This design comes from an exercise in tuning for small area on the open sky130 flow, not from production work.
Function was checked by simulation only, so behaviour that the tests miss may differ from the original.
The clock port is modelled as an ideal driver, which makes a skipped or thinned clock tree look cheaper than it is; a real chip needs a root buffer or a tree.
Power is estimated from default activity; no workload was simulated.

==> inputs of v37 <==
==> flow/design.v <==
module counter (input clk, input reset, input datak, input stp, output fin);
localparam [4:0] SEED = 5'b00001;
localparam [4:0] LAST = 5'b00011;  
reg [4:0] st;
wire [4:0] step = {st[3:0], st[4] ^ st[2]};
assign fin = (st == LAST);
always @(posedge clk)
	if (!reset) st <= 5'b00000;
	else if (stp) st <= SEED;
	else if (datak || fin) st <= 5'b00000;
	else st <= step;
endmodule
module decoder (input [7:0] data_in , output reg[9:0] data_out);
always @(*)
begin
case(data_in)
8'h00:data_out = 10'd1;
8'h01:data_out = 10'd2;
8'h02:data_out = 10'd4;
8'h42:data_out = 10'd8;
8'h04:data_out = 10'd16;
8'h44:data_out = 10'd32;
8'h05:data_out = 10'd64;
8'h45:data_out = 10'd128;
8'h0a:data_out = 10'd256;
8'h4a:data_out = 10'd512;
default: data_out = 10'd0;
endcase
end
endmodule
module TLP_Detector #(parameter width = 8)
       (input clk,
	input reset,
	input [7:0] data_in,
	input datak,
	output reg [3:0] tlp_count,
	output [159:0] TLP,
	output MRd, output MWr, output IORd, output IOWr,
	output CfgRd0, output CfgWr0, output CfgRd1, output CfgWr1, output Cpl, output CplD
	);
reg [151:0] sh_n;
always @(posedge clk)
	sh_n <= {sh_n[143:0], ~data_in};
wire stp = datak && data_in == 8'hFB;
wire fin;    
counter framing (.clk(clk), .reset(reset), .datak(datak), .stp(stp), .fin(fin));
wire hit = reset && datak && data_in == 8'hFD && fin;
reg det_n;
always @(posedge clk)
	det_n <= ~hit;
always @(posedge clk or negedge reset)
	if (!reset) tlp_count <= 4'b0000;
	else if (hit) tlp_count <= tlp_count + 1'b1;
wire det = ~det_n;
assign TLP[7:0] = {8{det}} & 8'hFB;
genvar i;
generate
	for (i = 1; i <= 18; i = i + 1) begin : g_byte
		assign TLP[8*i+7:8*i] = ~({8{det_n}} | sh_n[8*(19-i)+7:8*(19-i)]);
	end
endgenerate
assign TLP[159:152] = {8{det}} & 8'hFD;
wire [9:0] dec;
decoder fsmdecoder(~sh_n[8*16+7:8*16], dec);
assign {CplD, Cpl, CfgWr1, CfgRd1, CfgWr0, CfgRd0, IOWr, IORd, MWr, MRd} = {10{det}} & dec;
endmodule
==> flow/flow/run.sh <==
#!/bin/bash
set -euo pipefail
bash standard.sh \
  "BUFFER_PORTS_ARGS=-buffer_cell sky130_fd_sc_hd__buf_1" \
  "CTS_ARGS=-sink_clustering_enable -repair_clock_nets -dont_use_dummy_load -sink_clustering_size 20 -sink_clustering_max_diameter 60 -root_buf sky130_fd_sc_hd__clkbuf_8 -buf_list {sky130_fd_sc_hd__clkbuf_4 sky130_fd_sc_hd__clkbuf_8}" \
  finish > standard_flow.log 2>&1
==> flow/standard.sh <==
#!/bin/bash
# synth_recipe.tcl (not shown) runs the flow's synth.tcl, then flattens the netlist and writes it again
# the make line also repeats each setting of config.mk as NAME=value (left out here)
make -C /OpenROAD-flow-scripts/flow DESIGN_CONFIG=/design/flow/config.mk WORK_HOME=/design/flow/orfs CLKGATE_MAP_FILE= SYNTH_SCRIPT=/design/flow/synth_recipe.tcl "${@:-finish}"
==> flow/config.mk <==
export PLATFORM = sky130hd
export DESIGN_NAME = TLP_Detector
export DESIGN_NICKNAME = TLP_Detector
export VERILOG_FILES = /design/flow/design.v
export SDC_FILE = /design/flow/constraint.sdc
export NUM_CORES = 4
export LEC_CHECK = 0
export CAP_MARGIN = 20
export CORE_MARGIN = 2
export CORE_UTILIZATION = 70
export SLEW_MARGIN = 20
==> flow/constraint.sdc <==
create_clock -name core_clock -period 5.0 [get_ports {clk}]
set_input_delay 1.0000 -clock core_clock [delete_from_list [all_inputs] [get_ports {clk}]]
set_output_delay 1.0000 -clock core_clock [all_outputs]
set_load 0.01 [all_outputs]
==> v8 (differences from v37) <==
==> flow/flow/run.sh (replaced) <==
#!/bin/bash
set -euo pipefail
export CLK_PORT_NET=clk
export CLK_GROUPS=${CLK_GROUPS:-7}
export CLK_LEAF_CELL=${CLK_LEAF_CELL:-sky130_fd_sc_hd__inv_8}
export CLK_ROOT_CELL=${CLK_ROOT_CELL:-sky130_fd_sc_hd__inv_8}
bash standard.sh \
  "BUFFER_PORTS_ARGS=-buffer_cell sky130_fd_sc_hd__buf_1" \
  "PRE_CTS_TCL=$PWD/flow/clock_tree.tcl" \
  "POST_CTS_TCL=$PWD/flow/downsize.tcl" \
  finish > standard_flow.log 2>&1
==> flow/flow/clock_tree.tcl (new file) <==
# A small balanced clock tree in place of TritonCTS: the flip-flops are split
# by placement into CLK_GROUPS groups of near-equal size (cutting alternately
# by x and by y), and each group is driven by one CLK_LEAF_CELL placed at the
# group's centre. The clock port drives those cells, or one CLK_ROOT_CELL
# that drives them. The cells may be buffers, or inverters for both the root
# and the leaves, so that the flip-flops see the clock's own polarity.
proc split_groups {pts n by_x} {
  if {$n <= 1} { return [list $pts] }
  set idx [expr {$by_x ? 1 : 2}]
  set s [lsort -real -index $idx $pts]
  set n1 [expr {$n / 2}]
  # points in proportion to the groups on each side
  set h [expr {([llength $s] * $n1 + $n / 2) / $n}]
  return [concat [split_groups [lrange $s 0 [expr {$h - 1}]] $n1 [expr {!$by_x}]] \
                 [split_groups [lrange $s $h end] [expr {$n - $n1}] [expr {!$by_x}]]]
}

# the output pin of a one-input buffer or inverter
proc out_iterm {inst} {
  foreach it [$inst getITerms] {
    if {[$it isOutputSignal]} { return $it }
  }
  error "no output pin on [$inst getName]"
}

proc clock_tree_synthesis {args} {
  set block [ord::get_db_block]
  set clk_net [$block findNet $::env(CLK_PORT_NET)]
  set master [[ord::get_db] findMaster $::env(CLK_LEAF_CELL)]
  set pts {}
  foreach it [$clk_net getITerms] {
    set inst [$it getInst]
    set bb [$inst getBBox]
    lappend pts [list $it [expr {([$bb xMin] + [$bb xMax]) / 2}] [expr {([$bb yMin] + [$bb yMax]) / 2}]]
  }
  set groups [split_groups $pts $::env(CLK_GROUPS) 1]
  # optional root buffer between the clock port and the leaf buffers
  set src_net $clk_net
  if {[info exists ::env(CLK_ROOT_CELL)] && $::env(CLK_ROOT_CELL) ne ""} {
    set src_net [odb::dbNet_create $block "clknet_root"]
    $src_net setSigType CLOCK
    set root [odb::dbInst_create $block [[ord::get_db] findMaster $::env(CLK_ROOT_CELL)] "clkbuf_root"]
    set sx 0; set sy 0
    foreach p $pts { set sx [expr {$sx + [lindex $p 1]}]; set sy [expr {$sy + [lindex $p 2]}] }
    $root setLocation [expr {$sx / [llength $pts]}] [expr {$sy / [llength $pts]}]
    $root setPlacementStatus PLACED
    [$root findITerm A] connect $clk_net
    [out_iterm $root] connect $src_net
  }
  set g 0
  foreach grp $groups {
    set net [odb::dbNet_create $block "clknet_leaf_$g"]
    $net setSigType CLOCK
    set buf [odb::dbInst_create $block $master "clkbuf_leaf_$g"]
    set sx 0; set sy 0
    foreach p $grp {
      set it [lindex $p 0]
      $it disconnect
      $it connect $net
      set sx [expr {$sx + [lindex $p 1]}]
      set sy [expr {$sy + [lindex $p 2]}]
    }
    set n [llength $grp]
    $buf setLocation [expr {$sx / $n}] [expr {$sy / $n}]
    $buf setPlacementStatus PLACED
    [$buf findITerm A] connect $src_net
    [out_iterm $buf] connect $net
    puts "clock_tree: clkbuf_leaf_$g drives $n flip-flops"
    incr g
  }
  $clk_net setSigType CLOCK
  set_propagated_clock [all_clocks]
}
==> flow/flow/downsize.tcl (new file) <==
# Downsize logic cells to drive strength 1 (else 2) where timing, slew and
# capacitance limits still hold. Clock-tree cells are left alone.
proc downsize_logic {min_slack} {
  set changed 0
  foreach inst [get_cells *] {
    set ref [get_property $inst ref_name]
    if {![regexp {^(sky130_fd_sc_hd__[a-z0-9]+)_([0-9]+)$} $ref -> base drv]} { continue }
    if {$drv <= 1} { continue }
    if {[string match "*clkbuf*" $base] || [string match "*clkinv*" $base]} { continue }
    # the clock tree's own cells (flow/clock_tree.tcl) keep their size
    if {[string match "clkbuf_*" [get_property $inst full_name]]} { continue }
    foreach d {1 2} {
      if {$d >= $drv} { break }
      set target ${base}_$d
      if {[llength [get_lib_cells -quiet */$target]] == 0} { continue }
      replace_cell $inst $target
      if {[sta::worst_slack -max] < $min_slack || [sta::max_slew_violation_count] > 0 \
          || [sta::max_capacitance_violation_count] > 0} {
        replace_cell $inst $ref
      } else {
        incr changed
        puts "downsize: [get_property $inst full_name] $ref -> $target"
        break
      }
    }
  }
  puts "downsize: $changed cells"
}
downsize_logic 0.5
==> v3 (differences from v37) <==
==> flow/flow/run.sh (replaced) <==
#!/bin/bash
set -euo pipefail
export CLK_FIX_SLEW_NS=0.100
bash standard.sh \
  "BUFFER_PORTS_ARGS=-buffer_cell sky130_fd_sc_hd__buf_1" \
  "CTS_ARGS=-sink_clustering_enable -repair_clock_nets -dont_use_dummy_load -root_buf sky130_fd_sc_hd__clkbuf_8 -buf_list sky130_fd_sc_hd__clkbuf_4" \
  "POST_CTS_TCL=$PWD/flow/fix_clk.tcl" \
  finish > standard_flow.log 2>&1
==> flow/flow/fix_clk.tcl (new file) <==
estimate_parasitics -placement
set slow_drivers {}
foreach pin [all_registers -clock_pins -edge_triggered] {
  set worst 0
  foreach edge {rise fall} {
    set s [get_property $pin slew_max_$edge]
    if {$s > $worst} { set worst $s }
  }
  if {$worst > $::env(CLK_FIX_SLEW_NS)} {
    set net [get_nets -of_objects $pin]
    foreach dp [get_pins -of_objects $net -filter "direction == output"] {
      set inst [get_property $dp full_name]
      set inst [string range $inst 0 [expr {[string last "/" $inst] - 1}]]
      if {[lsearch $slow_drivers $inst] < 0} { lappend slow_drivers $inst }
    }
  }
}
foreach inst $slow_drivers {
  set cell [get_property [get_cells $inst] ref_name]
  puts "fix_clk: $inst ($cell) -> sky130_fd_sc_hd__clkbuf_8"
  replace_cell [get_cells $inst] sky130_fd_sc_hd__clkbuf_8
}
if {[llength $slow_drivers] > 0} {
  detailed_placement
  estimate_parasitics -placement
}
- ABC_AREA: not set -> 1
==> summary.txt <==
Adder-cell share of the synthesized area: v37 0.291%; v8 0.291%; v3 0.278%
Number of placed instances, taps included: v37 616; v8 616; v3 668
Met3 Track Usage GR: v37 10.3%; v8 4.57%; v3 10.4%
Clock latency on the worst-skew pair: v37 0.42 ns; v8 0.20 ns; v3 0.41 ns
Met2 wire length: v37 4.21 mm; v8 3.83 mm; v3 4.38 mm
Fraction of synthesized cell area in xor and xnor cells: v37 0.814%; v8 0.814%; v3 0.389%
Switching power: v37 0.000398 W; v8 0.000429 W; v3 0.000396 W
Average via count per standard cell: v37 4.73; v8 4.66; v3 4.78
Logic depth of the worst register-to-register path: v37 3; v8 3; v3 6
Post-DP Area: v37 0.00491 mm2; v8 0.00491 mm2; v3 0.00508 mm2
Share of final-layout standard cells stronger than drive strength 1: v37 4.30%; v8 1.82%; v3 5.43%
Highest ir drop seen on vdd: v37 0.302 mV; v8 0.301 mV; v3 0.286 mV
Leakage: v37 2.11 nW; v8 2.02 nW; v3 2.18 nW
Area inside the core boundary: v37 0.00592 mm2; v8 0.00592 mm2; v3 0.00628 mm2
Outcome: v37 finished clean; v8 finished clean; v3 finished clean
Biggest cell delay along the critical path: v37 0.95 ns; v8 0.97 ns; v3 0.84 ns
Clock network power: v37 0.000656 W; v8 0.000447 W; v3 0.000559 W
Met1 layer usage reported by global route: v37 26.5%; v8 25.6%; v3 27.9%
The clock cells of v8 come from the design's own scripts or RTL, not from TritonCTS.

[what the ideal ports hide]
The flow's constraints put no driver on any port. The routed layouts listed below were extracted and timed again, unchanged, in two steps.
Step 1, drivers: a clkbuf_16 drives clk and a buf_2 each remaining input, both assumed.
Step 2 times the ports against the registers' clock, not the clock port: input delays grow and output delays shrink by t, the midpoint of the rising clock arrivals with the driver on.
a / b / c = no drivers / after step 1 / after step 2; a / b = the first two.
run	shift t [ns]	setup WS [ns]	worst setup path after step 2	worst slew at a driven data input, ns	pins driven straight from the clock port
v37	0.434	1.811 / 1.782 / 2.216	register to output	0.03	1
v8	0.241	1.758 / 1.711 / 1.952	register to output	0.03	1
v3	0.420	1.778 / 1.750 / 2.170	register to output	0.03	1
After both steps setup and hold are still met in every run listed.
